This design comes from an exercise in tuning for small area and a short achievable clock period on the open sky130 flow, not from production work.
No run shown here included a check of the RTL's function; only the layout flow was run.
No activity file was given, so power comes from the tool's default toggle rates.

==> flow/config.mk <==
export PLATFORM = sky130hd
export DESIGN_NAME = fp_add
export DESIGN_NICKNAME = fp_add
export VERILOG_FILES = /design/flow/design.v
export SDC_FILE = /design/flow/constraint.sdc
export NUM_CORES = 8
export LEC_CHECK = 0
export ABC_AREA = 1
export CAP_MARGIN = 20
export CORE_MARGIN = 2
export CORE_UTILIZATION = 50
export SLEW_MARGIN = 20
==> flow/flow/run.sh <==
#!/bin/bash
# The standard layout (standard.sh) with these changes:
#  - timing repair aimed well below the clock period (SETUP_SLACK_MARGIN);
#  - larger clock-tree sink clusters; port buffers of type buf_2.
bash standard.sh ADDER_MAP_FILE= SETUP_SLACK_MARGIN=9.2 CTS_CLUSTER_SIZE=30 CTS_CLUSTER_DIAMETER=100 \
  "BUFFER_PORTS_ARGS=-buffer_cell sky130_fd_sc_hd__buf_2" finish > standard.log 2>&1
==> flow/constraint.sdc <==
create_clock -name core_clock -period 12.5 [get_ports {clk}]
set_input_delay 2.5000 -clock core_clock [delete_from_list [all_inputs] [get_ports {clk}]]
set_output_delay 2.5000 -clock core_clock [all_outputs]
set_load 0.01 [all_outputs]
==> flow/standard.sh <==
#!/bin/bash
# synth_recipe.tcl (not shown) runs the flow's synth.tcl, then flattens the netlist and writes it again
# the make line also repeats each setting of config.mk as NAME=value (left out here)
make -C /OpenROAD-flow-scripts/flow DESIGN_CONFIG=/design/flow/config.mk WORK_HOME=/design/flow/orfs CLKGATE_MAP_FILE= SYNTH_SCRIPT=/design/flow/synth_recipe.tcl "${@:-finish}"
==> flow/design.v <==
module fp_add #(
    parameter pDATA_WIDTH = 64,
    parameter pEXP_WIDTH  = 11,
    parameter pFRAC_WIDTH = 52
) (
    input  [(pDATA_WIDTH-1):0] in_A,
    input  [(pDATA_WIDTH-1):0] in_B,
    input                      clk,
    input                      rst_n,
    input                      in_valid,
    output [(pDATA_WIDTH-1):0] result,
    output                     out_valid
);
    wire [10:0] ea_s0 = in_A[62:52];
    wire [10:0] eb_s0 = in_B[62:52];
    wire [6:0] dab_s0;
    wire [6:0] dba_s0;
    fpa_add #(.N(7)) u_dab_0 (.a({1'b0, ea_s0[5:0]}), .b({1'b1, ~eb_s0[5:0]}), .ci(1'b1), .s(dab_s0));
    fpa_add #(.N(7)) u_dba_0 (.a({1'b0, eb_s0[5:0]}), .b({1'b1, ~ea_s0[5:0]}), .ci(1'b1), .s(dba_s0));
    wire elt_s0;
    fpa_lt #(.N(11)) u_elt_0 (.a(ea_s0), .b(eb_s0), .lt(elt_s0));
    reg v_al;
    always @(posedge clk or negedge rst_n)
        if (!rst_n) v_al <= 1'b0;
        else v_al <= in_valid;
    reg [63:0] A_al;
    always @(posedge clk) A_al <= in_A;
    reg [63:0] B_al;
    always @(posedge clk) B_al <= in_B;
    reg [6:0] dab_al;
    always @(posedge clk) dab_al <= dab_s0;
    reg [6:0] dba_al;
    always @(posedge clk) dba_al <= dba_s0;
    reg elt_al;
    always @(posedge clk) elt_al <= elt_s0;
    wire xa_s1 = &A_al[62:52];
    wire xb_s1 = &B_al[62:52];
    wire mza_s1 = ~|A_al[51:0];
    wire mzb_s1 = ~|B_al[51:0];
    wire nan_s1 = (xa_s1 & ~mza_s1) | (xb_s1 & ~mzb_s1) | (xa_s1 & xb_s1 & (A_al[63] ^ B_al[63]));
    wire spec_s1 = xa_s1 | xb_s1;
    wire isg_s1 = xa_s1 ? A_al[63] : B_al[63];
    wire [5:0] sh_s1 = elt_al ? dba_al[5:0] : dab_al[5:0];
    wire [5:0] hab_s1;
    wire [5:0] hba_s1;
    fpa_add #(.N(6)) u_hab_1 (.a({1'b0, A_al[62:58]}), .b({1'b1, ~B_al[62:58]}), .ci(~dab_al[6]), .s(hab_s1));
    fpa_add #(.N(6)) u_hba_1 (.a({1'b0, B_al[62:58]}), .b({1'b1, ~A_al[62:58]}), .ci(~dba_al[6]), .s(hba_s1));
    wire sat_s1 = (~hab_s1[5] & |hab_s1[4:0]) | (~hba_s1[5] & |hba_s1[4:0]);
    wire ha_s1 = |A_al[62:52];
    wire hb_s1 = |B_al[62:52];
    wire [52:0] bm_s1 = elt_al ? {hb_s1, B_al[51:0]} : {ha_s1, A_al[51:0]};
    wire [52:0] sm_s1 = elt_al ? {ha_s1, A_al[51:0]} : {hb_s1, B_al[51:0]};
    wire [10:0] be_s1 = elt_al ? B_al[62:52] : A_al[62:52];
    wire sgb_s1 = nan_s1 ? 1'b0 : (spec_s1 ? isg_s1 : (elt_al ? B_al[63] : A_al[63]));
    wire sgs_s1 = elt_al ? A_al[63] : B_al[63];
    wire sub_s1 = A_al[63] ^ B_al[63];
    wire [55:0] r0_s1 = {sm_s1, 3'b000};
    wire [55:0] r1_s1 = sh_s1[0] ? {1'd0, r0_s1[55:1]} : r0_s1;
    wire t1_s1 = sh_s1[0] & r0_s1[0];
    wire [55:0] r2_s1 = sh_s1[1] ? {2'd0, r1_s1[55:2]} : r1_s1;
    wire t2_s1 = sh_s1[1] & |r1_s1[1:0];
    wire [55:0] r3_s1 = sh_s1[2] ? {4'd0, r2_s1[55:4]} : r2_s1;
    wire t3_s1 = sh_s1[2] & |r2_s1[3:0];
    wire s3_s1 = sh_s1[3] | sat_s1;
    wire s4_s1 = sh_s1[4] | sat_s1;
    wire s5_s1 = sh_s1[5] | sat_s1;
    wire [55:0] r4_s1 = s3_s1 ? {8'd0, r3_s1[55:8]} : r3_s1;
    wire t4_s1 = s3_s1 & |r3_s1[7:0];
    wire [55:0] r5_s1 = s4_s1 ? {16'd0, r4_s1[55:16]} : r4_s1;
    wire t5_s1 = s4_s1 & |r4_s1[15:0];
    wire [55:0] r6_s1 = s5_s1 ? {32'd0, r5_s1[55:32]} : r5_s1;
    wire t6_s1 = s5_s1 & |r5_s1[31:0];
    wire [55:0] al_s1 = {r6_s1[55:1], r6_s1[0] | t1_s1 | t2_s1 | t3_s1 | t4_s1 | t5_s1 | t6_s1};
    wire [10:0] be1_s1;
    fpa_inc #(.N(11)) u_be1_1 (.a(be_s1), .ci(1'b1), .s(be1_s1), .co());
    reg v_add;
    always @(posedge clk or negedge rst_n)
        if (!rst_n) v_add <= 1'b0;
        else v_add <= v_al;
    reg [55:0] al_add;
    always @(posedge clk) al_add <= al_s1;
    reg [10:0] be1_add;
    always @(posedge clk) be1_add <= be1_s1;
    reg [52:0] bm_add;
    always @(posedge clk) bm_add <= bm_s1;
    reg nan_add;
    always @(posedge clk) nan_add <= nan_s1;
    reg sgb_add;
    always @(posedge clk) sgb_add <= sgb_s1;
    reg sgs_add;
    always @(posedge clk) sgs_add <= sgs_s1;
    reg spec_add;
    always @(posedge clk) spec_add <= spec_s1;
    reg sub_add;
    always @(posedge clk) sub_add <= sub_s1;
    wire [56:0] sum0_s2;
    wire neg_s2;
    fpa_eac #(.N(57)) u_add_2 (.a({1'b0, bm_add, 3'b000}), .b({1'b0, al_add} ^ {57{sub_add}}), .sub(sub_add), .s(sum0_s2), .neg(neg_s2));
    wire sgn_s2 = (neg_s2 & ~spec_add) ? sgs_add : sgb_add;
    wire [56:0] sum_s2 = spec_add ? {1'b1, 51'd0, nan_add, 4'd0} : sum0_s2;
    wire [10:0] bex_s2 = spec_add ? 11'h7FF : be1_add;
    reg v_n1;
    always @(posedge clk or negedge rst_n)
        if (!rst_n) v_n1 <= 1'b0;
        else v_n1 <= v_add;
    reg [10:0] bex_n1;
    always @(posedge clk) bex_n1 <= bex_s2;
    reg sgn_n1;
    always @(posedge clk) sgn_n1 <= sgn_s2;
    reg [56:0] sum_n1;
    always @(posedge clk) sum_n1 <= sum_s2;
    wire z5_s3 = ~|sum_n1[56:25];
    wire [56:0] n1_s3 = z5_s3 ? {sum_n1[24:0], 32'd0} : sum_n1;
    wire z4_s3 = ~|n1_s3[56:41];
    wire [56:0] n2_s3 = z4_s3 ? {n1_s3[40:0], 16'd0} : n1_s3;
    wire [10:0] eh_s3;
    fpa_add #(.N(11)) u_eh_3 (.a(bex_n1), .b({5'b11111, ~z5_s3, ~z4_s3, 4'b1111}), .ci(1'b1), .s(eh_s3));
    wire z3_s4 = ~|n2_s3[56:49];
    wire [56:0] n3_s4 = z3_s4 ? {n2_s3[48:0], 8'd0} : n2_s3;
    wire z2_s5 = ~|n3_s4[56:53];
    wire [56:0] n4_s5 = z2_s5 ? {n3_s4[52:0], 4'd0} : n3_s4;
    reg v_n4;
    always @(posedge clk or negedge rst_n)
        if (!rst_n) v_n4 <= 1'b0;
        else v_n4 <= v_n1;
    reg [10:0] eh_n4;
    always @(posedge clk) eh_n4 <= eh_s3;
    reg [56:0] n4_n4;
    always @(posedge clk) n4_n4 <= n4_s5;
    reg sgn_n4;
    always @(posedge clk) sgn_n4 <= sgn_n1;
    reg z2_n4;
    always @(posedge clk) z2_n4 <= z2_s5;
    reg z3_n4;
    always @(posedge clk) z3_n4 <= z3_s4;
    wire z1_s6 = ~|n4_n4[56:55];
    wire [56:0] n5_s6 = z1_s6 ? {n4_n4[54:0], 2'd0} : n4_n4;
    wire z0_s6 = ~n5_s6[56];
    wire [56:0] n6_s6 = z0_s6 ? {n5_s6[55:0], 1'd0} : n5_s6;
    wire zero_s6 = ~n6_s6[56];
    wire [10:0] e1_s6;
    fpa_add #(.N(11)) u_e1_6 (.a(eh_n4), .b({7'b1111111, ~z3_n4, ~z2_n4, ~z1_s6, ~z0_s6}), .ci(1'b1), .s(e1_s6));
    wire rup_s6 = n6_s6[3] & (n6_s6[4] | |n6_s6[2:0]);
    wire [51:0] fm_s6 = n6_s6[55:4];
    wire [10:0] fe_s6 = zero_s6 ? 11'd0 : e1_s6;
    wire fs_s6 = sgn_n4 & ~zero_s6;
    wire fr_s6 = rup_s6;
    wire [62:0] mr_s7;
    fpa_incb #(.N(63), .B(4)) u_inc_7 (.a({fe_s6, fm_s6}), .ci(fr_s6), .s(mr_s7));
    wire [63:0] res_s7 = {fs_s6, mr_s7};
    reg v_o;
    always @(posedge clk or negedge rst_n)
        if (!rst_n) v_o <= 1'b0;
        else v_o <= v_n4;
    reg [63:0] res_o;
    always @(posedge clk) res_o <= res_s7;
    assign result = res_o;
    assign out_valid = v_o;
endmodule
module fpa_eac #(parameter N = 8) (
    input  [N-1:0] a,
    input  [N-1:0] b,
    input          sub,
    output [N-1:0] s,
    output         neg
);
    localparam L = (N <= 2) ? 1 : (N <= 4) ? 2 : (N <= 8) ? 3 : (N <= 16) ? 4 : (N <= 32) ? 5 : (N <= 64) ? 6 : 7;
    wire [N-1:0] g0 = a & b;
    wire [N-1:0] p0 = a ^ b;
    wire [(L+1)*N-1:0] G, P;
    assign G[N-1:0] = g0;
    assign P[N-1:0] = p0;
    genvar l, i;
    generate
        for (l = 0; l < L; l = l + 1) begin : lv
            for (i = 0; i < N; i = i + 1) begin : bt
                if ((i >> l) & 1) begin : c
                    assign G[(l+1)*N+i] = G[l*N+i] | (P[l*N+i] & G[l*N+((i>>l)<<l)-1]);
                    assign P[(l+1)*N+i] = P[l*N+i] & P[l*N+((i>>l)<<l)-1];
                end else begin : w
                    assign G[(l+1)*N+i] = G[l*N+i];
                    assign P[(l+1)*N+i] = P[l*N+i];
                end
            end
        end
    endgenerate
    wire [N-1:0] gp = G[L*N +: N];
    wire [N-1:0] pp = P[L*N +: N];
    wire cout = gp[N-1];
    wire ci = sub & cout;
    assign neg = sub & ~cout;
    wire [N-1:0] c = {gp[N-2:0] | (pp[N-2:0] & {(N-1){ci}}), ci};
    assign s = (p0 ^ c) ^ {N{neg}};
endmodule
module fpa_incb #(parameter N = 8, parameter B = 4) (
    input  [N-1:0] a,
    input          ci,
    output [N-1:0] s
);
    localparam NB = (N + B - 1) / B;
    wire [NB*B-1:0] ax = {{(NB*B-N){1'b0}}, a};
    wire [NB-1:0] ball;
    wire [NB-1:0] ps;
    genvar i, j;
    generate
        for (i = 0; i < NB; i = i + 1) begin : bl
            assign ball[i] = &ax[i*B +: B];
        end
    endgenerate
    fpa_inc #(.N(NB)) u_pre (.a(ball), .ci(ci), .s(ps), .co());
    wire [NB*B-1:0] sx;
    generate
        for (i = 0; i < NB; i = i + 1) begin : bs
            wire [B:0] c;
            assign c[0] = ps[i] ^ ball[i];
            for (j = 0; j < B; j = j + 1) begin : bt
                assign c[j+1] = c[j] & ax[i*B+j];
                assign sx[i*B+j] = ax[i*B+j] ^ c[j];
            end
        end
    endgenerate
    assign s = sx[N-1:0];
endmodule
module fpa_add #(parameter N = 8) (
    input  [N-1:0] a,
    input  [N-1:0] b,
    input          ci,
    output [N-1:0] s
);
    localparam M = N + 1;
    localparam L = (M <= 2) ? 1 : (M <= 4) ? 2 : (M <= 8) ? 3 : (M <= 16) ? 4 : (M <= 32) ? 5 : (M <= 64) ? 6 : 7;
    wire [M-1:0] g0 = {a & b, ci};
    wire [M-1:0] p0 = {a ^ b, 1'b0};
    wire [(L+1)*M-1:0] G, P;
    assign G[M-1:0] = g0;
    assign P[M-1:0] = p0;
    genvar l, i;
    generate
        for (l = 0; l < L; l = l + 1) begin : lv
            for (i = 0; i < M; i = i + 1) begin : bt
                if ((i >> l) & 1) begin : c
                    assign G[(l+1)*M+i] = G[l*M+i] | (P[l*M+i] & G[l*M+((i>>l)<<l)-1]);
                    assign P[(l+1)*M+i] = P[l*M+i] & P[l*M+((i>>l)<<l)-1];
                end else begin : w
                    assign G[(l+1)*M+i] = G[l*M+i];
                    assign P[(l+1)*M+i] = P[l*M+i];
                end
            end
        end
    endgenerate
    assign s = p0[M-1:1] ^ G[L*M +: N];
endmodule
module fpa_inc #(parameter N = 8) (
    input  [N-1:0] a,
    input          ci,
    output [N-1:0] s,
    output         co
);
    localparam M = N + 1;
    localparam L = (M <= 2) ? 1 : (M <= 4) ? 2 : (M <= 8) ? 3 : (M <= 16) ? 4 : (M <= 32) ? 5 : (M <= 64) ? 6 : 7;
    wire [(L+1)*M-1:0] P;
    assign P[M-1:0] = {a, ci};
    genvar l, i;
    generate
        for (l = 0; l < L; l = l + 1) begin : lv
            for (i = 0; i < M; i = i + 1) begin : bt
                if ((i >> l) & 1) begin : c
                    assign P[(l+1)*M+i] = P[l*M+i] & P[l*M+((i>>l)<<l)-1];
                end else begin : w
                    assign P[(l+1)*M+i] = P[l*M+i];
                end
            end
        end
    endgenerate
    assign s = a ^ P[L*M +: N];
    assign co = P[L*M+N];
endmodule
module fpa_lt #(parameter N = 8) (
    input  [N-1:0] a,
    input  [N-1:0] b,
    output         lt
);
    localparam L = (N <= 2) ? 1 : (N <= 4) ? 2 : (N <= 8) ? 3 : (N <= 16) ? 4 : (N <= 32) ? 5 : (N <= 64) ? 6 : 7;
    localparam W = 1 << L;
    wire [W-1:0] g0 = {{(W-N){1'b0}}, ~a & b};
    wire [W-1:0] e0 = {{(W-N){1'b1}}, ~(a ^ b)};
    wire [2*W-1:0] G, E;
    assign G[W +: W] = g0;
    assign E[W +: W] = e0;
    genvar i;
    generate
        for (i = 1; i < W; i = i + 1) begin : nd
            assign G[i] = G[2*i+1] | (E[2*i+1] & G[2*i]);
            assign E[i] = E[2*i+1] & E[2*i];
        end
    endgenerate
    assign lt = G[1];
endmodule
==> summary.md, run 1 <==
| Metric | Value |
|---|---|
| Grt ovf | `0` |
| Die width | `235.6 um` |
| CP peak stage delay | `approximately 0.37 ns` |
| H-tree depth | `1` |
| Via count | `26,720` |
| Core ar. | `between 50,000 and 60,000 um2` |
| CP Cell Sequence | `buf_2` |
| Worst setup slack after layout | `between 8 and 9 ns` |
| Clk latency of the worst-skew pair | `0.61 ns` |
| Slew Limit Fails | `0` |
| PnR Total Power | `6.345 mW` |
| Top cell type by total area after synthesis | `dfxtp_1` |
| Post-route ant nets | `0` |
| Clk_skew | `0.04003 ns` |
| Logic pwr share | `between 40 and 50%` |
| Mean Syn Cell Area | `6.305 um2` |
| Kind of start point of the critical path | `flip-flop` |
| DR WL/cell | `about 18 um` |
| Die Height | `approximately 240 um` |
| Root buf cell | `clkbuf_16` |
| Crit-path max FO | `1` |
| Flop pwr share | `approximately a third` |
| Unrepaired setup endpoints after global routing | `true` |
| Worst hold margin | `~0.34 ns` |
| Clock buffer depth | `3` |
| Yosys top cell area share | `35.17%` |
| Most frequent cells in the layout | `1,489 x nand2_1, 455 x dfxtp_1, 407 x inv_1` |
| Final core occ | `58.93%` |
| GR Util All Layers | `just over 30%` |
| Pre-CTS WS | `~7.6 ns` |
| Die area | `approximately 55,000 um2` |
| GPL Wtd Cong | `0.9578` |
| Area Overhead vs Synth | `15.97%` |
| Initial core utilization | `50.82%` |
| Fin nets | `4,543` |
| Syn nets | `between 4,000 and 5,000` |
| Fin. Hold Viols | `0` |
| Mapped cell area | `approximately 27,000 um2` |
| Synthesis Warnings | `1` |
| Status | `finished clean` |
| Sw frac | `45.36%` |
| Flops & latches, synth | `between 400 and 500` |
| Mapped Cells | `~4,300` |
| Fraction of layout cells with a size suffix above 1 | `a little over an eighth` |
| Max_cap viols | `0` |
| Number of distinct library cells after synthesis | `59` |
| First-pass GRT wire length | `approximately 130 mm` |
| Post-DP HPWL | `65.85 mm` |
| # clock sinks | `approximately 480` |
| Post-synth top flop | `dfxtp_1` |
| Int Power | `between 3 and 4 mW` |
| Worst endpoint required time | `approximately 10 ns` |
| CTS tree | `built` |
| Clk slew on worst S/H paths | `about 0.11 ns` |
| Worst vdd ir | `about 0.14 mV` |
| Most common cell after layout, fill and taps aside | `nand2_1` |
| Total routed wirelength | `a little over 90 mm` |
| Initial DRC Count | `2,143` |
| Post-synth EDFFs | `0` |
| Critical Path Slowest Stage Cell | `dfrtp_1` |
| Largest net degree at the start of global routing | `110` |
| Net Switching | `~2.9 mW` |
| Fraction of the yosys area taken by sequential cells | `between 30% and 40%` |
| Kind of critical path | `flip-flop to primary output` |
| Clk pwr share | `between 10% and 20%` |
| Final setup violation count | `0` |
| Fin crit share | `between 20% and 30%` |
| Drt pass-1 iters | `7` |
| IO Port Bufs | `slightly below 200` |
| Post-layout minimum cycle time | `between 3 and 4 ns` |
| Tightest Pin Transition | `0.7967 ns` |
| Element type at the critical path end | `primary output` |
| Slew HR | `a little under half` |
| HP Class | `flip-flop to flip-flop` |
| Num CTS Buffers | `24` |
| LEAKAGE | `roughly 16 nW` |
| Arr. time, crit path | `between 1 and 1.5 ns` |
| Initial antenna violation count | `0` |
| Async SR Flop Fraction | `about 1.1%` |
| Fmax | `277.0 MHz` |
| Buf/Inv on CP | `1` |
| Residual DRC | `0` |
| Filler instances | `approximately 5,200` |
| Ports | `between 150 and 200` |
| Post-Route Setup TNS | `0 ns` |
| # diodes | `0` |
| Vias per Instance | `~5.2` |
| Number of global-route vias before repair | `24,470` |
| Synth area leaders | `dfxtp_1 35%, nand2_1 21%, o21ai_0 6.3%` |
| Pwr dens | `between 200 and 250 nW/um2` |
| Crit path max-delay family | `flip-flops` |
| Row cnt | `84` |
-- path summary, 6_finish.rpt --
path / startpoint / endpoint / slack [ns] / depth (start not counted)
min in group asynchronous: rst_n / v_o / 1.68 / 1
min reg2reg: bex_n1[1] / eh_n4[1] / 0.34 / 0
max reg2reg: B_al[60] / al_add[0] / 9.13 / 23
max in group asynchronous: rst_n / v_n1 / 10.70 / 1
max: v_o / out_valid / 8.89 / 1
min: bex_n1[1] / eh_n4[1] / 0.34 / 0
-- worst reg2reg max path: cells and delay by family (launching register included) --
kind                   cells  cell delay [ns]
flip-flops                 1             0.41
AND/OR/NAND/NOR           19             2.25
buffers and inverters      4             0.62
-- flip-flops by register name, indices dropped and copies added, names as in the netlist, 6 cells and up --
register	count
res_o	64
dba_al	6
B_al	64
bex_n1	11
eh_n4	11
al_add	56
A_al	64
dab_al	7
n4_n4	57
bm_add	53
sum_n1	57
be1_add	11
-- cells by family (layout without fill, tap and decap cells) --
group	after synthesis	in the layout	share of synthesized area [%]
and+or+nand+nor	2454	2459	38.23
buffers and inverters	630	799	9.940
AOI/OAI and AO/OA	526	526	10.61
DFF	476	476	35.64
xor gates and xnor gates	137	137	4.503
muxes	29	29	1.083
-- final cells by class --
cell class	count	area, um2	area share, %
clock buffers	29	650.6	2.093
clock inverters	11	209.0	0.6720
inverters	442	1727	5.553
multi-input cells	3151	15330	49.29
flip-flops and latches	476	9582	30.82
well taps	688	860.8	2.769
repair buffers	315	2723	8.757
repair inverters	2	15.01	0.04829
-- power by group through the flow --
stage / clock network, mW / logic [mW] / registers, mW
2_1_floorplan: 0 / 2.03 / 2.14
3_3_place_gp: 0 / 2.77 / 2.22
3_5_place_dp: 0 / 2.77 / 2.22
4_1_cts: 1.01 / 2.95 / 2.19
5_1_grt: 1.06 / 3.52 / 2.22
6_report: 0.991 / 3.16 / 2.20
-- routing by layer --
metal  global-route usage [%]  vias to the layer above  wire (um)
li1                         -                    13670          -
met1                    35.93                    11950      36100
met2                    54.82                      873      43600
met3                    2.791                      225       4903
met4                    18.12                        0       6332
met5                        0                        -          0
-- repair_timing --
item	CTS	global route
cloned	14	18
hold buffers	0	0
setup endpoints to repair	294	236
pin swaps	29	25
resized for setup	159	126
setup buffers	37	33
-- metrics by stage --
stage / instances / instance area [um2]
4_1_cts: 5063 / 29970
6_report: 5114 / 31090
2_1_floorplan: 4252 / 26860
3_5_place_dp: 4972 / 27930
3_3_place_gp: 4972 / 27930
5_1_grt: 5114 / 31090
-- synth_stat cells (all sizes together), types with 3 or more instances --
| cell | instances |
|---|---|
| o21bai | 9 |
| xnor2 | 62 |
| clkbuf | 100 |
| o21ai | 352 |
| a21oi | 103 |
| or2 | 57 |
| nand3b | 4 |
| and2 | 11 |
| a21boi | 9 |
| o21a | 19 |
| dfxtp | 471 |
| xor2 | 75 |
| nor4 | 31 |
| nand3 | 316 |
| buf | 88 |
| clkinv | 4 |
| a221oi | 5 |
| dfrtp | 5 |
| a31oi | 18 |
| nor3 | 32 |
| nand2 | 1534 |
| and3 | 3 |
| mux2i | 29 |
| nor2 | 416 |
| nand4 | 48 |
| inv | 438 |
==> run 2: changes to the inputs <==
==> flow/flow/run.sh (replaced) <==
#!/bin/bash
# The standard layout (standard.sh) with these changes:
#  - synthesis: synth_recipe.tcl with flow/map.abc as ABC's script (delay-constrained area
#    mapping), and without the full/half-adder extraction step (ADDER_MAP_FILE empty);
#  - timing repair aimed well below the clock period (SETUP_SLACK_MARGIN);
#  - larger clock-tree sink clusters; port buffers of type buf_2.
{ head -n 1 synth_recipe.tcl; cat flow/abc_override.tcl; tail -n +2 synth_recipe.tcl; } > synth_custom.tcl
bash standard.sh SYNTH_SCRIPT=$PWD/synth_custom.tcl ADDER_MAP_FILE= SETUP_SLACK_MARGIN=9.2 \
  "CTS_ARGS=-sink_clustering_enable -repair_clock_nets -sink_clustering_size 24 -sink_clustering_max_diameter 80" \
  "BUFFER_PORTS_ARGS=-buffer_cell sky130_fd_sc_hd__buf_2" finish > standard.log 2>&1
==> flow/flow/abc_override.tcl (new file) <==
# Use flow/map.abc as the ABC script of the standard synthesis (everything else unchanged).
proc abc {args} {
  set i [lsearch -exact $args -script]
  if {$i >= 0} { lset args [expr {$i + 1}] [file normalize flow/map.abc] }
  yosys abc {*}$args
}
==> flow/flow/map.abc (new file) <==
strash
dch
map -D 2500
topo
stime -c
buffer -c
upsize -c -D 2500
dnsize -c -D 2500
==> summary.md, run 2 <==
| Metric | Value |
|---|---|
| Error msg | `ERROR: ABC script did not complete successfully` |
| Status | `did not finish` |
| Synthesis Warnings | `1 (unchanged)` |
| Halt Stage | `synthesis` |
==> run 3: changes to the inputs <==
==> flow/flow/map.abc (replaced) <==
strash
dch
map -D 2000
topo
stime -c
buffer -c
upsize -c -D 2000
dnsize -c -D 2000
==> summary.md, run 3 <==
| Metric | Value |
|---|---|
| Status | `did not finish` |
| Halt Stage | `synthesis` |
| Error msg | `ERROR: ABC script did not complete successfully` |
| Synthesis Warnings | `1 (unchanged)` |
==> run 4: changes to the inputs <==
--- a/flow/flow/run.sh
+++ b/flow/flow/run.sh
@@ -5,6 +5,7 @@
 #  - timing repair aimed well below the clock period (SETUP_SLACK_MARGIN);
 #  - larger clock-tree sink clusters; port buffers of type buf_2.
 { head -n 1 synth_recipe.tcl; cat flow/abc_override.tcl; tail -n +2 synth_recipe.tcl; } > synth_custom.tcl
+export FLOW_ABC_SCRIPT=$PWD/flow/map.abc
 bash standard.sh SYNTH_SCRIPT=$PWD/synth_custom.tcl ADDER_MAP_FILE= SETUP_SLACK_MARGIN=9.2 \
   "CTS_ARGS=-sink_clustering_enable -repair_clock_nets -sink_clustering_size 24 -sink_clustering_max_diameter 80" \
   "BUFFER_PORTS_ARGS=-buffer_cell sky130_fd_sc_hd__buf_2" finish > standard.log 2>&1
==> flow/flow/abc_override.tcl (replaced) <==
# Use map.abc (in the flow folder) as the ABC script of the standard synthesis.
proc abc {args} {
  set i [lsearch -exact $args -script]
  if {$i >= 0} { lset args [expr {$i + 1}] $::env(FLOW_ABC_SCRIPT) }
  yosys abc {*}$args
}
==> summary.md, run 4 <==
| Metric | Value |
|---|---|
| Hold_buf cts | `0` |
| Post-synth top flop | `dfxtp_1` |
| Filler instances | `4,001` |
| Initial DRC Count | `approximately 3,900` |
| Post-layout minimum cycle time | `4.088 ns` |
| Fin crit share | `between 30% and 40%` |
| Clk_skew | `roughly 0.047 ns` |
| Initial core utilization | `approximately 50%` |
| Most numerous cell in the Yosys netlist | `nand2_1` |
| Root buf cell | `clkbuf_16` |
| Die area | `about 53,000 um2` |
| Initial antenna violation count | `8` |
| Int Power | `between 4 and 5 mW` |
| GR Util All Layers | `37.36%` |
| Post-route ant nets | `0` |
| Num CTS Buffers | `30` |
| Clock buffer depth | `3` |
| Fin nets | `roughly 4,500` |
| Post-synth EDFFs | `0` |
| CP peak stage delay | `between 0.5 and 0.6 ns` |
| Slew HR | `23.24%` |
| DR WL/cell | `22.45 um` |
| Clk pwr share | `between 10% and 20%` |
| Residual DRC | `0` |
| Max_cap viols | `0` |
| Logic pwr share | `a little under three fifths` |
| Most frequent cells in the layout | `944 x nand2_1, 416 x dfxtp_1, 414 x inv_1` |
| LEAKAGE | `16.70 nW` |
| Die width | `between 200 and 250 um` |
| Clk latency of the worst-skew pair | `0.65 ns` |
| HP Class | `flip-flop to flip-flop` |
| Arr. time, crit path | `4.60 ns` |
| Worst endpoint required time | `13.01 ns` |
| Element type at the critical path end | `flip-flop` |
| Ports | `around 200` |
| Worst vdd ir | `approximately 0.15 mV` |
| Via count | `29,600` |
| GPL Wtd Cong | `approximately 0.96` |
| Net Switching | `between 3 and 4 mW` |
| Final setup violation count | `0` |
| Mapped cell area | `~26,000 um2` |
| Flop pwr share | `between 20 and 30%` |
| Largest net degree at the start of global routing | `74` |
| Area Overhead vs Synth | `39.72%` |
| CP Cell Sequence | `buf_12 > buf_16 > xnor2_4 > and2_4 > nor2_4 > inv_2 > nor3_4 > nand2_2 > nor3_4 > nand2_4 > inv_2 > nand2_4 > nor3_4 > nor2_4 > buf_12 > buf_8 > buf_12 > buf_12 > nand2_8 > nand2_2 > nand4_1 > nand2_1 > nor2_2` |
| Tightest Pin Transition | `1.141 ns` |
| # clock sinks | `about 480` |
| Die Height | `231.2 um` |
| Number of distinct library cells after synthesis | `68` |
| Status | `finished clean` |
| Kind of critical path | `flip-flop to flip-flop` |
| First-pass GRT wire length | `roughly 150 mm` |
| Critical Path Slowest Stage Cell | `dfxtp_4` |
| Fmax | `244.6 MHz` |
| H-tree depth | `1` |
| Row cnt | `83` |
| Post-DP HPWL | `68.66 mm` |
| Post-Route Setup TNS | `0 ns` |
| CTS tree | `built` |
| Mean Syn Cell Area | `about 6.6 um2` |
| Flops & latches, synth | `approximately 480` |
| Syn nets | `~4,000` |
| Clk slew on worst S/H paths | `~0.09 ns` |
| Kind of start point of the critical path | `flip-flop` |
| Fraction of layout cells with a size suffix above 1 | `between 30% and 40%` |
| Crit-path max FO | `7` |
| Fraction of the yosys area taken by sequential cells | `37.03%` |
| Drt pass-1 iters | `9` |
| Vias per Instance | `just under 6` |
| CP most frequent cell | `buf_12` |
| Worst hold margin | `between 0.3 and 0.4 ns` |
| Slew Limit Fails | `0` |
| Commonest cells post-synth | `1,095 x nand2_1, 471 x dfxtp_1, 437 x inv_1` |
| Total routed wirelength | `112.9 mm` |
| Yosys top cell area share | `between 30% and 40%` |
| Fin. Hold Viols | `0` |
| Sw frac | `~47%` |
| Unrepaired setup endpoints after global routing | `true` |
| Pwr dens | `roughly 220 nW/um2` |
| Top Registers | `A_al: 64 flops, B_al: 64 flops, res_o: 64 flops` |
| Async SR Flop Fraction | `under 10%` |
| Grt ovf | `0` |
| Synth area leaders | `dfxtp_1 37%, nand2_1 16%, o21ai_0 7.7%` |
| Synthesis Warnings | `1 (unchanged)` |
| Core ar. | `51,200 um2` |
| Most common cell after layout, fill and taps aside | `nand2_1` |
| Mapped Cells | `slightly below 4,000` |
| Top cell type by total area after synthesis | `dfxtp_1` |
| IO Port Bufs | `just under 200` |
| Number of global-route vias before repair | `26,830` |
## run 4: critical path, delay by kind of cell (launching register included)
family | cells | cell delay (ns)
AND/OR/NAND/NOR | 14 | 2.31
buffers and inverters | 8 | 1.06
flip-flops | 1 | 0.51
XOR/XNOR | 1 | 0.09
## run 4: worst paths after layout
| kind | slack, ns | to | startpoint | cells past startpoint |
|---|---|---|---|---|
| max | 8.41 | sum_n1[36] | sub_add | 23 |
| min reg2reg | 0.33 | eh_n4[0] | bex_n1[0] | 0 |
| min in group asynchronous | 1.67 | v_n4 | rst_n | 1 |
| max reg2reg | 8.41 | sum_n1[36] | sub_add | 23 |
| max in group asynchronous | 10.70 | v_o | rst_n | 1 |
| min | 0.33 | eh_n4[0] | bex_n1[0] | 0 |
## run 4: cell type report
cell class	instances	area [um2]	area share, %
multi-input combinational	2812	17120	47.50
sequential	476	9641	26.74
timing repair buffer	517	5240	14.54
inverter	465	1882	5.220
tap	680	850.8	2.360
clock buffer	34	818.3	2.270
timing repair inverter	20	272.8	0.7566
clock inverter	16	206.4	0.5727
antenna	7	17.52	0.04859
## run 4: repair_timing
action                                 4_1_cts  5_1_grt
resized for setup                          620      553
pin swaps                                  162      219
setup buffers                              139      124
endpoints found under the hold margin        0        0
gates cloned                                59       15
setup endpoints to repair                  301      262
## run 4: stage by stage
stage / instances / worst slack (ns) / power [mW] / util, % / cell area, um2
6_report: 5027 / 8.412 / 7.842 / 70.41 / 36050
5_1_grt: 5026 / 8.417 / 8.188 / 70.41 / 36050
4_1_cts: 4881 / 8.867 / 6.953 / 63.89 / 32710
3_5_place_dp: 4633 / 6.168 / 5.074 / 52.78 / 27020
3_3_place_gp: 4633 / 6.343 / 5.035 / 52.78 / 27020
2_1_floorplan: 3920 / 8.771 / 4.188 / - / 25870
## run 4: per-layer routing
layer / routed length [um] / global-route usage [%] / share of wire, % / vias up
li1: - / - / - / 13490
met1: 41510 / 45.22 / 37 / 13720
met2: 51060 / 62.10 / 45 / 1807
met3: 11770 / 7.431 / 10 / 577
met4: 8530 / 20.97 / 7.6 / 2
met5: 12 / 0 / 0.011 / -
## run 4: logic make-up after synthesis
logic type	count (synthesis)	share of synthesized area (%)
compound gates	755	16.30
xor+xnor	129	4.408
fa+ha+maj	2	0.07759
buf+inv	645	10.07
flops	476	37.03
mux	30	1.169
simple gates	1883	30.95
## run 4: power groups by stage
stage,logic (mW),clock network [mW],registers (mW)
5_1_grt,4.72,1.16,2.31
6_report,4.45,1.10,2.29
2_1_floorplan,2.03,0,2.16
4_1_cts,3.62,1.10,2.23
3_3_place_gp,2.80,0,2.23
3_5_place_dp,2.84,0,2.23
==> run 5: changes to the inputs <==
==> flow/flow/map.abc (replaced) <==
strash
dch
map -D 2500
topo
stime -c
buffer -c
upsize -c -D 2500
dnsize -c -D 2500
==> summary.md, run 5 <==
| Metric | Value |
|---|---|
| Post-synth top flop | `dfxtp_1` |
| Met1 Routed Length | `38.45 mm (-7.4%)` |
| Post-route ant nets | `0 (unchanged)` |
| Number of global-route vias before repair | `25,660 (-4.3%)` |
| Initial antenna violation count | `8 (unchanged)` |
| Fraction of the yosys area taken by sequential cells | `38.39% (+1.4 points)` |
| Filler instances | `3,665 (-8.4%)` |
| Arr. time, crit path | `4.88 ns (+0.28 ns)` |
| Kind of start point of the critical path | `flip-flop` |
| Row cnt | `81 (-2.4%)` |
| Top layer in use | `met5` |
| RR Startpoint | `sub_add` |
| Most common cell after layout, fill and taps aside | `nand2_1` |
| Fin crit share | `34.70% (+2.0 points)` |
| Clk slew on worst S/H paths | `0.09 ns (about the same)` |
| Clock buffer depth | `3 (unchanged)` |
| Fin. Hold Viols | `0 (unchanged)` |
| GR Util All Layers | `37.64% (+0.28 points)` |
| CP Cell Sequence | `buf_12 > buf_16 > xnor2_4 > nand2_1 > nand2_2 > inv_2 > nand2_1 > o221ai_2 > a221oi_2 > o31ai_2 > a21oi_2 > nand2_4 > nand2_8 > inv_8 > a21oi_4 > buf_6 > buf_6 > nor2_4 > a211oi_4 > o21ai_1 > a21oi_1` |
| Top cell type by total area after synthesis | `dfxtp_1` |
| WL met3 | `9.739 mm (-17%)` |
| Clk latency of the worst-skew pair | `0.64 ns (about the same)` |
| Ports | `196 (unchanged)` |
| Initial core utilization | `50.74% (+0.35 points)` |
| Die width | `227.1 um (-1.8%)` |
| Drt pass-1 iters | `6 (-3)` |
| Status | `finished clean` |
| Post-Route Setup TNS | `0 ns (unchanged)` |
| Mapped Cells | `3,617 (-7.7%)` |
| Flops & latches, synth | `476 (unchanged)` |
| Pwr dens | `223.1 nW/um2 (+2.6%)` |
| Worst endpoint required time | `13.04 ns (+0.03 ns)` |
| Worst setup slack after layout | `8.163 ns (-0.2491 ns)` |
| Kind of critical path | `flip-flop to flip-flop` |
| Most numerous cell in the Yosys netlist | `nand2_1` |
| Element type at the critical path end | `flip-flop` |
| Pre-CTS WS | `7.098 ns (+0.9293 ns)` |
| H-tree depth | `1 (unchanged)` |
| Yosys top cell area share | `37.88% (+1.3 points)` |
| Residual DRC | `0 (unchanged)` |
| Crit-path max FO | `7 (unchanged)` |
| Hold_buf cts | `0 (unchanged)` |
| Mapped cell area | `24,890 um2 (-3.5%)` |
| Worst vdd ir | `0.1284 mV (-13%)` |
| Fraction of layout cells with a size suffix above 1 | `32.35% (+1.4 points)` |
| Vias per Instance | `5.865 (-0.38%)` |
| HP Class | `flip-flop to flip-flop` |
| Critical Path Slowest Stage Cell | `a211oi_4` |
| CP peak stage delay | `0.53 ns (+0.02 ns)` |
| Fmax | `230.6 MHz (-5.7%)` |
| Async SR Flop Fraction | `1.050% (unchanged)` |
| Slew Limit Fails | `0 (unchanged)` |
| Synthesis Warnings | `1 (unchanged)` |
| Max_cap viols | `0 (unchanged)` |
| Num CTS Buffers | `28 (-6.7%)` |
| Largest net degree at the start of global routing | `107 (+45%)` |
| Number of distinct library cells after synthesis | `73 (+7.4%)` |
| Die area | `51,580 um2 (-3.5%)` |
| Tightest Pin Transition | `1.161 ns (+0.01985 ns)` |
| Synth area leaders | `dfxtp_1 38%, nand2_1 12%, o21ai_0 8.9%` |
| Worst Hold Launch | `bex_n1[2]` |
| Post-synth EDFFs | `0 (unchanged)` |
| Grt ovf | `0 (unchanged)` |
| IO Port Bufs | `195 (unchanged)` |
| Crit path launch | `sub_add` |
| Most frequent cells in the layout | `705 x nand2_1, 420 x dfxtp_1, 397 x inv_1` |
| Syn nets | `3,748 (-7.5%)` |
| Post-layout minimum cycle time | `4.337 ns (+0.2491 ns)` |
| LEAKAGE | `15.99 nW (-4.2%)` |
| Clk_skew | `0.04248 ns (-0.004394 ns)` |
| Metal2 WL | `51.12 mm (+0.13%)` |
| CTS tree | `built` |
| Top Registers | `A_al: 64 flops, B_al: 64 flops, res_o: 64 flops` |
| First-pass GRT wire length | `147.9 mm (-3.9%)` |
| Fin nets | `4,185 (-6.0%)` |
| Post-DP HPWL | `65.40 mm (-4.8%)` |
| Initial DRC Count | `3,157 (-19%)` |
| Mean Syn Cell Area | `6.881 um2 (+4.5%)` |
| Worst hold margin | `0.3344 ns (+0.002522 ns)` |
| Via count | `27,780 (-6.1%)` |
| Total routed wirelength | `108.9 mm (-3.5%)` |
| # clock sinks | `476 (unchanged)` |
| Commonest cells post-synth | `776 x nand2_1, 471 x dfxtp_1, 444 x o21ai_0` |
| DR WL/cell | `22.99 um (+2.4%)` |
| Slew HR | `21.80% (-1.4 points)` |
| Area Overhead vs Synth | `41.34%` |
| PnR Total Power | `7.849 mW (about the same)` |
| Die Height | `227.1 um (-1.8%)` |
| Final setup violation count | `0 (unchanged)` |
| GPL Wtd Cong | `0.9769 (+1.9%)` |
| Root buf cell | `clkbuf_16` |
| Core ar. | `49,050 um2 (-4.2%)` |
| Unrepaired setup endpoints after global routing | `true` |
==> run 5: changes by cell type in the layout (fill, tap and decap cells not counted), sizes merged, moves of 29 or more <==
| cell | delta |
|---|---|
| o21ai | +55 |
| buf | +49 |
| a22oi | -39 |
| nand4 | -29 |
| a21oi | +89 |
| nand2 | -319 |
| nand3 | -40 |
==> run 5: area by class of cell <==
class                   count  area (um2)  area share, %
repair inverters            5       48.80         0.1387
well taps                 664       830.8          2.362
multi-input cells        2523       16130          45.84
diodes                      4       10.01        0.02845
clock buffers              32       735.7          2.091
clock inverters            12       182.7         0.5193
inverters                 462        1842          5.235
repair buffers            558        5769          16.40
flip-flops and latches    476        9635          27.39
==> run 5: worst paths after layout <==
kind                                   end  slack (ns)  depth (start not counted)
worst max-delay path            sum_n1[47]        8.16                         21
worst min-delay path              eh_n4[2]        0.33                          0
worst max register to register  sum_n1[47]        8.16                         21
worst min register to register    eh_n4[2]        0.33                          0
max in group asynchronous              v_o       10.69                          1
min in group asynchronous             v_n1        1.69                          1
==> run 5: per-layer routing <==
layer / track usage [%] / up-vias
li1: - / 12540
met1: 42.73 / 12840
met2: 65.11 / 1747
met3: 6.208 / 645
met4: 25.28 / 6
met5: 0 / -
==> run 5: kinds of logic after synthesis <==
group | share of synthesized area (%)
and+or+nand+nor | 25.49
AOI/OAI and AO/OA | 18.37
buffers and inverters | 10.32
DFF | 38.39
xor gates and xnor gates | 5.912
muxes | 1.488
adders and majority gates | 0.04022
==> run 5: report_power, final <==
part	internal (mW)	switching, mW
Clock	0.447	0.568
Sequential	1.95	0.361
Combinational	1.77	2.75
Total	4.17	3.68
==> run 5: repair_timing <==
action	CTS	global route
pin swaps	176	177
cloned	53	5
gates resized for setup	626	448
setup endpoints to repair	283	246
buffers inserted	202	88
==> run 5: metrics by stage <==
| stage | utilization (%) | instance area (um2) | std cells |
|---|---|---|---|
| after floorplan | - | 24960 | 3617 |
| after global placement | 53.33 | 26160 | 4340 |
| after detailed placement | 53.33 | 26160 | 4340 |
| after CTS | 66.29 | 32520 | 4639 |
| after global routing | 71.71 | 35180 | 4735 |
| final | 71.72 | 35180 | 4736 |
==> run 5: critical path, delay by kind of cell, from the launching register on <==
kind / cells / cell delay [ns]
AND/OR/NAND/NOR: 6 / 0.99
XOR/XNOR: 1 / 0.21
AO/OA/AOI/OAI: 8 / 1.95
buffers and inverters: 6 / 0.70
flip-flops: 1 / 0.40
==> run 6: changes to the inputs <==
--- a/flow/config.mk
+++ b/flow/config.mk
@@ -8,5 +8,5 @@
 export ABC_AREA = 1
 export CAP_MARGIN = 20
 export CORE_MARGIN = 2
-export CORE_UTILIZATION = 50
+export CORE_UTILIZATION = 60
 export SLEW_MARGIN = 20
==> summary.md, run 6 <==
| Metric | Value |
|---|---|
| Status | `did not finish` |
| Halt Stage | `global routing` |
| Error msg | `[ERROR GRT-0232] Routing congestion too high. Check the congestion heatmap in the GUI.` |
| GPL Wtd Cong | `0.9956 (+1.9%)` |
| Mean Syn Cell Area | `6.881 um2 (unchanged)` |
| Post-DP HPWL | `62.49 mm (-4.5%)` |
| Mapped Cells | `3,617 (unchanged)` |
| GR Util All Layers | `about 68%` |
| Worst Endpoint after GRT Repair | `sum_n1[30]$_SDFF_PP0_/D` |
| Post-synth top flop | `dfxtp_1` |
| Grt ovf | `19` |
| Worst EP Category | `register input` |
| # placed instances | `4,204 (-3.1%)` |
| Number of distinct library cells after synthesis | `73 (unchanged)` |
| Async SR Flop Fraction | `1.050% (unchanged)` |
| Fraction of the yosys area taken by sequential cells | `38.39% (unchanged)` |
| Row cnt | `74 (-8.6%)` |
| Synthesis Warnings | `1 (unchanged)` |
| Hold_buf cts | `0 (unchanged)` |
| H-tree depth | `1 (unchanged)` |
| Clock buffer depth | `3 (unchanged)` |
| Commonest cells post-synth | `776 x nand2_1, 471 x dfxtp_1, 444 x o21ai_0` |
| IO Port Bufs | `195 (unchanged)` |
| Root buf cell | `clkbuf_16` |
| Most numerous cell in the Yosys netlist | `nand2_1` |
| Mapped cell area | `24,890 um2 (unchanged)` |
| # clock sinks | `476 (unchanged)` |
| Flops & latches, synth | `476 (unchanged)` |
| Die Height | `207.7 um (-8.6%)` |
| Synth area leaders | `dfxtp_1 38%, nand2_1 12%, o21ai_0 8.9%` |
| Top cell type by total area after synthesis | `dfxtp_1` |
| Ports | `196 (unchanged)` |
| Num CTS Buffers | `30 (+7.1%)` |
| Largest net degree at the start of global routing | `between 100 and 150` |
| Initial core utilization | `60.82% (+10 points)` |
| Yosys top cell area share | `37.88% (unchanged)` |
| Die width | `207.7 um (-8.6%)` |
| Syn nets | `3,748 (unchanged)` |
| Post-synth EDFFs | `0 (unchanged)` |
| Initial antenna violation count | `22` |
==> run 6: cell counts after synthesis <==
Identical to the previous run, type by type.
==> run 6: metrics by stage <==
step | power [mW] | util [%] | area (um2) | setup WS, ns
global placement | 4.941 | 63.45 | 25970 | 6.960
CTS | 6.778 | 75.81 | 31030 | 8.889
floorplan | 4.164 | - | 24960 | 8.771
detailed placement | 4.996 | 63.45 | 25970 | 6.922
==> run 6: power by group through the flow <==
stage               Combinational [mW]  Sequential (mW)  Clock [mW]
CTS                               3.42             2.25        1.10
detailed placement                2.74             2.26           0
global placement                  2.68             2.26           0
floorplan                         2.00             2.16           0
==> run 6: cell families after synthesis <==
family                     synth area share, %
DFF                                      38.39
adders and majority gates              0.04022
muxes                                    1.488
and+or+nand+nor                          25.49
buffers and inverters                    10.32
AOI/OAI and AO/OA                        18.37
xor gates and xnor gates                 5.912
==> run 6: worst max path at each step <==
stage	endpoint	cells past startpoint
after floorplan	elt_al	10
after global placement	n4_n4[44]	18
after detailed placement	n4_n4[44]	18
after CTS	n4_n4[44]	23
==> run 6: what timing repair did <==
item / in CTS
setup endpoints to repair: 290
gates cloned: 37
pin swaps: 122
setup buffers: 177
gates resized for setup: 466
==> run 6: per-layer routing <==
metal | track usage, % | overflow
met5 | 24.58 | 2
met4 | 66.91 | 6
met3 | 50.95 | 4
met2 | 86.95 | 7
met1 | 65.89 | 0
==> run 7: changes to the inputs <==
--- a/flow/design.v
+++ b/flow/design.v
@@ -15,10 +15,10 @@
     wire [10:0] eb_s0 = in_B[62:52];
     wire [6:0] dab_s0;
     wire [6:0] dba_s0;
+    wire [5:0] dh_s0;
     fpa_add #(.N(7)) u_dab_0 (.a({1'b0, ea_s0[5:0]}), .b({1'b1, ~eb_s0[5:0]}), .ci(1'b1), .s(dab_s0));
     fpa_add #(.N(7)) u_dba_0 (.a({1'b0, eb_s0[5:0]}), .b({1'b1, ~ea_s0[5:0]}), .ci(1'b1), .s(dba_s0));
-    wire elt_s0;
-    fpa_lt #(.N(11)) u_elt_0 (.a(ea_s0), .b(eb_s0), .lt(elt_s0));
+    fpa_add #(.N(6)) u_dh_0 (.a({1'b0, ea_s0[10:6]}), .b({1'b1, ~eb_s0[10:6]}), .ci(1'b1), .s(dh_s0));
     reg v_al;
     always @(posedge clk or negedge rst_n)
         if (!rst_n) v_al <= 1'b0;
@@ -31,8 +31,8 @@
     always @(posedge clk) dab_al <= dab_s0;
     reg [6:0] dba_al;
     always @(posedge clk) dba_al <= dba_s0;
-    reg elt_al;
-    always @(posedge clk) elt_al <= elt_s0;
+    reg [5:0] dh_al;
+    always @(posedge clk) dh_al <= dh_s0;
     wire xa_s1 = &A_al[62:52];
     wire xb_s1 = &B_al[62:52];
     wire mza_s1 = ~|A_al[51:0];
@@ -40,19 +40,19 @@
     wire nan_s1 = (xa_s1 & ~mza_s1) | (xb_s1 & ~mzb_s1) | (xa_s1 & xb_s1 & (A_al[63] ^ B_al[63]));
     wire spec_s1 = xa_s1 | xb_s1;
     wire isg_s1 = xa_s1 ? A_al[63] : B_al[63];
-    wire [5:0] sh_s1 = elt_al ? dba_al[5:0] : dab_al[5:0];
-    wire [5:0] hab_s1;
-    wire [5:0] hba_s1;
-    fpa_add #(.N(6)) u_hab_1 (.a({1'b0, A_al[62:58]}), .b({1'b1, ~B_al[62:58]}), .ci(~dab_al[6]), .s(hab_s1));
-    fpa_add #(.N(6)) u_hba_1 (.a({1'b0, B_al[62:58]}), .b({1'b1, ~A_al[62:58]}), .ci(~dba_al[6]), .s(hba_s1));
-    wire sat_s1 = (~hab_s1[5] & |hab_s1[4:0]) | (~hba_s1[5] & |hba_s1[4:0]);
+    wire dh0_s1 = ~|dh_al;
+    wire dh1_s1 = (dh_al == 6'd1);
+    wire dhm_s1 = (dh_al == 6'h3F);
+    wire elt_s1 = dh_al[5] | (dh0_s1 & dab_al[6]);
+    wire sat_s1 = (~dh_al[5] & ~dh0_s1 & ~dh1_s1) | (dh1_s1 & ~dab_al[6]) | (dh_al[5] & ~dhm_s1) | (dhm_s1 & ~dba_al[6]);
+    wire [5:0] sh_s1 = elt_s1 ? dba_al[5:0] : dab_al[5:0];
     wire ha_s1 = |A_al[62:52];
     wire hb_s1 = |B_al[62:52];
-    wire [52:0] bm_s1 = elt_al ? {hb_s1, B_al[51:0]} : {ha_s1, A_al[51:0]};
-    wire [52:0] sm_s1 = elt_al ? {ha_s1, A_al[51:0]} : {hb_s1, B_al[51:0]};
-    wire [10:0] be_s1 = elt_al ? B_al[62:52] : A_al[62:52];
-    wire sgb_s1 = nan_s1 ? 1'b0 : (spec_s1 ? isg_s1 : (elt_al ? B_al[63] : A_al[63]));
-    wire sgs_s1 = elt_al ? A_al[63] : B_al[63];
+    wire [52:0] bm_s1 = elt_s1 ? {hb_s1, B_al[51:0]} : {ha_s1, A_al[51:0]};
+    wire [52:0] sm_s1 = elt_s1 ? {ha_s1, A_al[51:0]} : {hb_s1, B_al[51:0]};
+    wire [10:0] be_s1 = elt_s1 ? B_al[62:52] : A_al[62:52];
+    wire sgb_s1 = nan_s1 ? 1'b0 : (spec_s1 ? isg_s1 : (elt_s1 ? B_al[63] : A_al[63]));
+    wire sgs_s1 = elt_s1 ? A_al[63] : B_al[63];
     wire sub_s1 = A_al[63] ^ B_al[63];
     wire [55:0] r0_s1 = {sm_s1, 3'b000};
     wire [55:0] r1_s1 = sh_s1[0] ? {1'd0, r0_s1[55:1]} : r0_s1;
==> flow/flow/run.sh (replaced) <==
#!/bin/bash
bash standard.sh ADDER_MAP_FILE= SETUP_SLACK_MARGIN=9.2 \
  "CTS_ARGS=-sink_clustering_enable -repair_clock_nets -sink_clustering_size 24 -sink_clustering_max_diameter 80 -dont_use_dummy_load" \
  "BUFFER_PORTS_ARGS=-buffer_cell sky130_fd_sc_hd__buf_2" finish > standard.log 2>&1
--- a/flow/config.mk
+++ b/flow/config.mk
@@ -8,5 +8,5 @@
 export ABC_AREA = 1
 export CAP_MARGIN = 20
 export CORE_MARGIN = 2
-export CORE_UTILIZATION = 60
+export CORE_UTILIZATION = 50
 export SLEW_MARGIN = 20
removed: flow/flow/abc_override.tcl
removed: flow/flow/map.abc
==> summary.md, run 7 <==
| Metric | Value |
|---|---|
| Final cell count without fillers | `5,056` |
| Fin crit share | `between 20% and 30%` |
| Filler instances | `5,069` |
| Core ar. | `approximately 53,000 um2` |
| Clk_skew | `slightly above 0.09 ns` |
| Slew Limit Fails | `0` |
| Die Height | `234.8 um (+13%)` |
| Fin nets | `between 4,000 and 5,000` |
| Area Overhead vs Synth | `22.84%` |
| Synth Area in Compound Gates | `8.939% (-9.4 points)` |
| Worst Hold Path Cells | `0` |
| Largest net degree at the start of global routing | `85` |
| First-pass GRT wire length | `about 150 mm` |
| Worst Hold Launch | `bex_n1[3]` |
| Root buf cell | `clkbuf_16` |
| CP Cell Sequence | `buf_2` |
| Arr. time, crit path | `approximately 1.1 ns` |
| IO Port Bufs | `195 (unchanged)` |
| Residual DRC | `0` |
| Vias per Instance | `5.582` |
| Post-synth EDFFs | `0 (unchanged)` |
| # clock sinks | `481 (+1.1%)` |
| Grt ovf | `0` |
| Number of global-route vias before repair | `between 20,000 and 25,000` |
| Clk slew on worst S/H paths | `roughly 0.09 ns` |
| CTS tree | `built` |
| Final setup violation count | `0` |
| Post-Route Setup TNS | `0 ns` |
| Synth area leaders | `dfxtp_1 36%, nand2_1 17%, nand3_1 12%` |
| PnR Total Power | `slightly below 7 mW` |
| Post-synthesis adder-cell area fraction | `0% (-0.040 points)` |
| Main combinational cell family by area after synthesis | `simple AND/OR/NAND/NOR gates` |
| Worst endpoint required time | `approximately 10 ns` |
| Reg2Reg Capture Point | `sum_n1[29]` |
| Post-synthesis simple-gate area fraction | `39.61% (+14 points)` |
| Via count | `between 20,000 and 30,000` |
| Element type at the critical path end | `primary output` |
| Syn nets | `4,257 (+14%)` |
| HP Class | `flip-flop to flip-flop` |
| Sw frac | `a little under half` |
| Row cnt | `84 (+14%)` |
| Synth Area in XOR/XNOR | `5.731% (-0.18 points)` |
| Logic pwr share | `52.3%` |
| Most numerous cell in the Yosys netlist | `nand2_1` |
| Die width | `234.8 um (+13%)` |
| Mapped Cells | `4,126 (+14%)` |
| DR WL/cell | `20.75 um` |
| Top cell type by total area after synthesis | `dfxtp_1` |
| Initial DRC Count | `around 3,100` |
| Max_cap viols | `0` |
| Flop-to-flop setup slack | `between 9 and 10 ns` |
| WP depth | `1` |
| Async SR Flop Fraction | `1.040% (-0.011 points)` |
| CP peak stage delay | `roughly 0.37 ns` |
| Ports | `196 (unchanged)` |
| Flops & latches, synth | `481 (+1.1%)` |
| Unrepaired setup endpoints after global routing | `true` |
| Initial core utilization | `50.59% (-10 points)` |
| Tightest Pin Transition | `~1.1 ns` |
| DP Area | `27,890 um2 (+7.4%)` |
| Critical Path Slowest Stage Cell | `dfrtp_1` |
| Net Switching | `3.129 mW` |
| Kind of start point of the critical path | `flip-flop` |
| Most frequent cells in the layout | `1,136 x nand2_1, 635 x nand3_1, 427 x dfxtp_1` |
| H-tree depth | `1 (unchanged)` |
| Kind of critical path | `flip-flop to primary output` |
| Final instance area | `around 33,000 um2` |
| Commonest cells post-synth | `1,214 x nand2_1, 649 x nand3_1, 476 x dfxtp_1` |
| Post-synth top flop | `dfxtp_1` |
| Initial antenna violation count | `3` |
| Synthesis Warnings | `1 (unchanged)` |
| GPL Wtd Cong | `0.9865 (-0.91%)` |
| Fraction of layout cells with a size suffix above 1 | `roughly a fifth` |
| Die area | `~55,000 um2` |
| Crit-path max FO | `1` |
| Crit path max-delay family | `flip-flops` |
| LEAKAGE | `roughly 16 nW` |
| Worst Reg-to-Reg Cells | `19` |
| Number of distinct library cells after synthesis | `57 (-22%)` |
| Most common cell after layout, fill and taps aside | `nand2_1` |
| Total routed wirelength | `~100 mm` |
| Fraction of the yosys area taken by sequential cells | `36.24% (-2.1 points)` |
| Pwr dens | `around 210 nW/um2` |
| Fmax | `roughly 280 MHz` |
| GR Util All Layers | `roughly 35%` |
| Clk pwr share | `approximately 14%` |
| Mean Syn Cell Area | `6.456 um2 (-6.2%)` |
| Fin. Hold Viols | `0` |
| Num CTS Buffers | `31 (+3.3%)` |
| Post-DP HPWL | `72.87 mm (+17%)` |
| Yosys top cell area share | `35.77% (-2.1 points)` |
| Worst Hold End | `eh_n4[3]` |
| Status | `finished clean` |
| Slew HR | `between 20% and 30%` |
| # placed instances | `4,850 (+15%)` |
| Flop pwr share | `33.8%` |
| Top Registers | `A_al: 64 flops, B_al: 64 flops, res_o: 64 flops` |
| Mapped cell area | `26,640 um2 (+7.0%)` |
| Drt pass-1 iters | `7` |
| Buf/Inv on CP | `1` |
| Clock buffer depth | `3 (unchanged)` |
| Post-layout minimum cycle time | `3.607 ns` |
| RR Startpoint | `sub_add` |
| Worst vdd ir | `roughly 0.13 mV` |
| Post-route ant nets | `0` |
| Int Power | `between 3 and 4 mW` |
| Clk latency of the worst-skew pair | `between 0.6 and 0.7 ns` |
| Multiplexer share of the synthesized area | `0.03758% (-1.5 points)` |
run 7: power groups by stage:
stage / sequential, mW / clock (mW) / combinational (mW)
final: 2.31 / 0.951 / 3.57
after global routing: 2.32 / 1.01 / 3.88
after CTS: 2.28 / 0.961 / 3.16
after global placement: 2.30 / 0 / 2.86
after floorplan: 2.17 / 0 / 2.02
after detailed placement: 2.29 / 0 / 2.86
run 7: cells by family after synthesis:
kind of cell,count (synthesis)
compound gates,442
flops,481
xor+xnor,167
mux,1
buf+inv,609
simple gates,2426
run 7: through the flow:
stage	utilization [%]	worst slack [ns]	hold WS, ns
after floorplan	-	8.991	0.3096
after detailed placement	52.97	7.421	0.3121
after CTS	57.58	8.876	0.3341
after global placement	52.97	7.468	0.3113
final	62.14	8.893	0.3336
after global routing	62.14	8.849	0.3364
run 7: what timing repair did:
| item | CTS | global route |
|---|---|---|
| pin swaps | 19 | 111 |
| hold buffers | 0 | 0 |
| endpoints found under the hold margin | 0 | 0 |
| endpoints found under the setup margin | 284 | 222 |
| cloned | 24 | 25 |
| setup buffers | 36 | 89 |
| gates resized for setup | 220 | 322 |
run 7: how the worst max path moves through the flow:
stage / startpoint / end / slack, ns
2_1_floorplan: in_B[53] / dab_al[5] / 8.99
3_5_place_dp: sub_add / sum_n1[11] / 7.42
5_1_grt: v_o / out_valid / 8.85
4_1_cts: v_o / out_valid / 8.88
3_3_place_gp: dh_al[2] / al_add[15] / 7.47
6_report: v_o / out_valid / 8.89
run 7: final cells by class:
class / count / area [um2] / area share [%]
well taps: 688 / 860.8 / 2.631
diodes: 1 / 2.502 / 0.007648
flip-flops and latches: 481 / 9723 / 29.71
clock buffers: 31 / 775.7 / 2.371
repair inverters: 3 / 23.77 / 0.07265
repair buffers: 384 / 3786 / 11.57
multi-input cells: 3042 / 15870 / 48.50
inverters: 426 / 1678 / 5.128
run 7: metal layers:
layer	GRT usage (%)	routed length, um	vias to the layer above
met5	0	0	-
met4	16.55	6562	0
met3	4.899	8647	311
met2	58.45	48940	1376
met1	43.43	40770	12890
li1	-	-	13650
==> run 8: changes to the inputs <==
==> flow/flow/run.sh (replaced) <==
#!/bin/bash
bash standard.sh ADDER_MAP_FILE= SETUP_SLACK_MARGIN=8.95 \
  "CTS_ARGS=-sink_clustering_enable -repair_clock_nets -sink_clustering_size 24 -sink_clustering_max_diameter 80 -dont_use_dummy_load" \
  "BUFFER_PORTS_ARGS=-buffer_cell sky130_fd_sc_hd__buf_2" finish > standard.log 2>&1
==> summary.md, run 8 <==
| Metric | Value |
|---|---|
| GR Util All Layers | `32.34% (-2.3 points)` |
| Clk_skew | `0.05930 ns (-0.03142 ns)` |
| Post-route ant nets | `0 (unchanged)` |
| Clk latency of the worst-skew pair | `0.63 ns (-0.03 ns)` |
| Hold_buf cts | `0 (unchanged)` |
| Critical Path Slowest Stage Cell | `dfrtp_1` |
| Grt ovf | `0 (unchanged)` |
| GPL Wtd Cong | `0.9740 (-1.3%)` |
| Number of global-route vias before repair | `23,920 (-4.1%)` |
| CP Cell Sequence | `buf_2` |
| Syn nets | `4,257 (unchanged)` |
| Number of distinct library cells after synthesis | `57 (unchanged)` |
| Pwr dens | `212.6 nW/um2 (+1.8%)` |
| Fin. Hold Viols | `0 (unchanged)` |
| Final setup violation count | `0 (unchanged)` |
| HP Class | `flip-flop to flip-flop` |
| Top Registers | `A_al: 64 flops, B_al: 64 flops, res_o: 64 flops` |
| Tightest Pin Transition | `1.218 ns (+0.1306 ns)` |
| Ports | `196 (unchanged)` |
| First-pass GRT wire length | `138.8 mm (-6.0%)` |
| Unrepaired setup endpoints after global routing | `true` |
| Largest net degree at the start of global routing | `94 (+11%)` |
| Slew HR | `18.02% (-8.8 points)` |
| Status | `finished clean` |
| LEAKAGE | `15.03 nW (-6.4%)` |
| IO Port Bufs | `195 (unchanged)` |
| Residual DRC | `0 (unchanged)` |
| Synthesis Warnings | `1 (unchanged)` |
| Post-DP HPWL | `71.64 mm (-1.7%)` |
| Via count | `26,680 (-5.4%)` |
| Flops & latches, synth | `481 (unchanged)` |
| H-tree depth | `1 (unchanged)` |
| Synth area leaders | `dfxtp_1 36%, nand2_1 17%, nand3_1 12%` |
| Metal2 WL | `45.50 mm (-7.0%)` |
| Total routed wirelength | `96.41 mm (-8.1%)` |
| Reg area | `9718 um2 (about the same)` |
| Worst endpoint required time | `10.00 ns (about the same)` |
| Max_cap viols | `0 (unchanged)` |
| Arr. time, crit path | `1.13 ns (+0.02 ns)` |
| Root buf cell | `clkbuf_16` |
| Final cell count without fillers | `4,955 (-2.0%)` |
| Multi-input gate area | `14,960 um2 (-5.8%)` |
| Mapped Cells | `4,126 (unchanged)` |
| Most common cell after layout, fill and taps aside | `nand2_1` |
| Filler instances | `5,262 (+3.8%)` |
| Num CTS Buffers | `31 (unchanged)` |
| Kind of critical path | `flip-flop to primary output` |
| Element type at the critical path end | `primary output` |
| WL met3 | `5.915 mm (-32%)` |
| # clock sinks | `481 (unchanged)` |
| Mapped cell area | `26,640 um2 (unchanged)` |
| CP peak stage delay | `0.38 ns (about the same)` |
| Yosys top cell area share | `35.77% (unchanged)` |
| CTS tree | `built` |
| Crit-path max FO | `1 (unchanged)` |
| Initial core utilization | `50.59% (unchanged)` |
| # placed instances | `4,850 (unchanged)` |
| PnR Total Power | `6.455 mW (-5.5%)` |
| Core ar. | `52,660 um2 (unchanged)` |
| Fraction of layout cells with a size suffix above 1 | `12.96% (-6.5 points)` |
| Met1 Routed Length | `39.93 mm (-2.1%)` |
| Vias per Instance | `5.385 (-3.5%)` |
| Fin nets | `4,399 (-2.2%)` |
| Post-synth top flop | `dfxtp_1` |
| Crit path max-delay family | `flip-flops` |
| Die Height | `234.8 um (unchanged)` |
| Post-Route Setup TNS | `0 ns (unchanged)` |
| Most numerous cell in the Yosys netlist | `nand2_1` |
| Fmax | `275.7 MHz (-0.55%)` |
| Initial DRC Count | `2,482 (-21%)` |
| Clk slew on worst S/H paths | `0.09 ns (about the same)` |
| Async SR Flop Fraction | `1.040% (unchanged)` |
| Row cnt | `84 (unchanged)` |
| Slew Limit Fails | `0 (unchanged)` |
| Top layer in use | `met5` |
| Fin crit share | `29.01% (+0.16 points)` |
| Fraction of the yosys area taken by sequential cells | `36.24% (unchanged)` |
| Post-layout minimum cycle time | `3.627 ns (+0.01983 ns)` |
| Top cell type by total area after synthesis | `dfxtp_1` |
| Mean Syn Cell Area | `6.456 um2 (unchanged)` |
| Post-synth EDFFs | `0 (unchanged)` |
| Drt pass-1 iters | `8 (+1)` |
| Buf/Inv on CP | `1 (unchanged)` |
| Kind of start point of the critical path | `flip-flop` |
| Die width | `234.8 um (unchanged)` |
| Commonest cells post-synth | `1,214 x nand2_1, 649 x nand3_1, 476 x dfxtp_1` |
| Area Overhead vs Synth | `14.00%` |
| Initial antenna violation count | `3 (unchanged)` |
| Worst vdd ir | `0.1199 mV (-11%)` |
| Most frequent cells in the layout | `1,203 x nand2_1, 649 x nand3_1, 429 x dfxtp_1` |
| Die area | `55,140 um2 (unchanged)` |
| Clock buffer depth | `3 (unchanged)` |
| DR WL/cell | `19.46 um (-6.2%)` |
run 8: cell counts after synthesis:
Identical to the previous run, type by type.
run 8: final cells by class:
| cell class | instances | share of cell area, % |
|---|---|---|
| diodes | 1 | 0.008241 |
| clock buffers | 31 | 2.555 |
| inverters | 426 | 5.402 |
| multi-input cells | 3046 | 49.26 |
| flip-flops and latches | 481 | 32.00 |
| well taps | 688 | 2.835 |
| repair buffers | 282 | 7.940 |
run 8: what timing repair did:
action	in CTS	in global routing
pin swaps	4	16
setup endpoints to repair	274	228
resized for setup	145	101
cloned	6	20
buffers inserted	20	27
run 8: where the power goes:
part | switching, mW | leakage, nW | internal, mW
sequential | 0.300 | 4.06 | 1.96
clock | 0.510 | 0.382 | 0.435
combinational | 2.13 | 10.6 | 1.11
run 8: through the flow:
step	worst slack, ns	util (%)	cell area (um2)	hold slack (ns)
floorplan	8.957	-	26680	0.3096
global placement	7.185	52.92	27860	0.3121
detailed placement	7.131	52.92	27860	0.3121
CTS	8.850	55.90	29430	0.3328
global route	8.835	57.66	30360	0.3461
finish	8.873	57.67	30370	0.3331
run 8: cell families after synthesis:
group	after synthesis	synth area share, %
compound gates	442	8.939
xor+xnor	167	5.731
buf+inv	609	9.441
mux	1	0.03758
flops	481	36.24
simple gates	2426	39.61
run 8: per-layer routing:
| layer | track usage [%] | vias up |
|---|---|---|
| met5 | 0 | - |
| met4 | 14.58 | 2 |
| li1 | - | 13450 |
| met3 | 4.171 | 190 |
| met1 | 41.23 | 12110 |
| met2 | 54.56 | 936 |
run 8: path summary, 6_finish.rpt:
kind / depth (start not counted) / to / slack [ns] / from
worst max-delay path: 1 / out_valid / 8.87 / v_o
worst min-delay path: 0 / eh_n4[3] / 0.33 / bex_n1[3]
worst max register to register: 19 / sum_n1[23] / 9.04 / sub_add
worst min register to register: 0 / eh_n4[3] / 0.33 / bex_n1[3]
max in group asynchronous: 1 / v_n1 / 10.68 / rst_n
min in group asynchronous: 1 / v_o / 1.69 / rst_n

==> afterwards: timing with drivers on the ports <==
How much do the figures lean on ideal ports? The routed layouts below were timed once more, with nothing changed but the port constraints.
Step 1, drivers: a clkbuf_16 drives clk and a buf_2 each remaining input, both assumed.
Step 2, shift: input delay + t, output delay - t, t = (earliest + latest rising clock arrival at the registers) / 2. This alone moves slack from input paths to output paths.
Three values: no drivers, after step 1, after step 2; two values: the first two.
run	shift t [ns]	slack for setup (ns)	worst setup path after step 2	cell pins on the clock port's net
run 1	0.655	8.890 / 8.827 / 8.365	input to register	1
run 4	0.690	8.412 / 8.412 / 8.412	register to register	1
run 5	0.676	8.163 / 8.163 / 8.163	register to register	1
run 7	0.680	8.893 / 8.826 / 8.670	input to register	1
run 8	0.670	8.873 / 8.809 / 8.692	input to register	1
After both steps setup and hold are still met in every run listed. For run 1, which loses most, drivers alone change the setup slack by -0.063 ns; drivers and shift together by -0.525 ns.
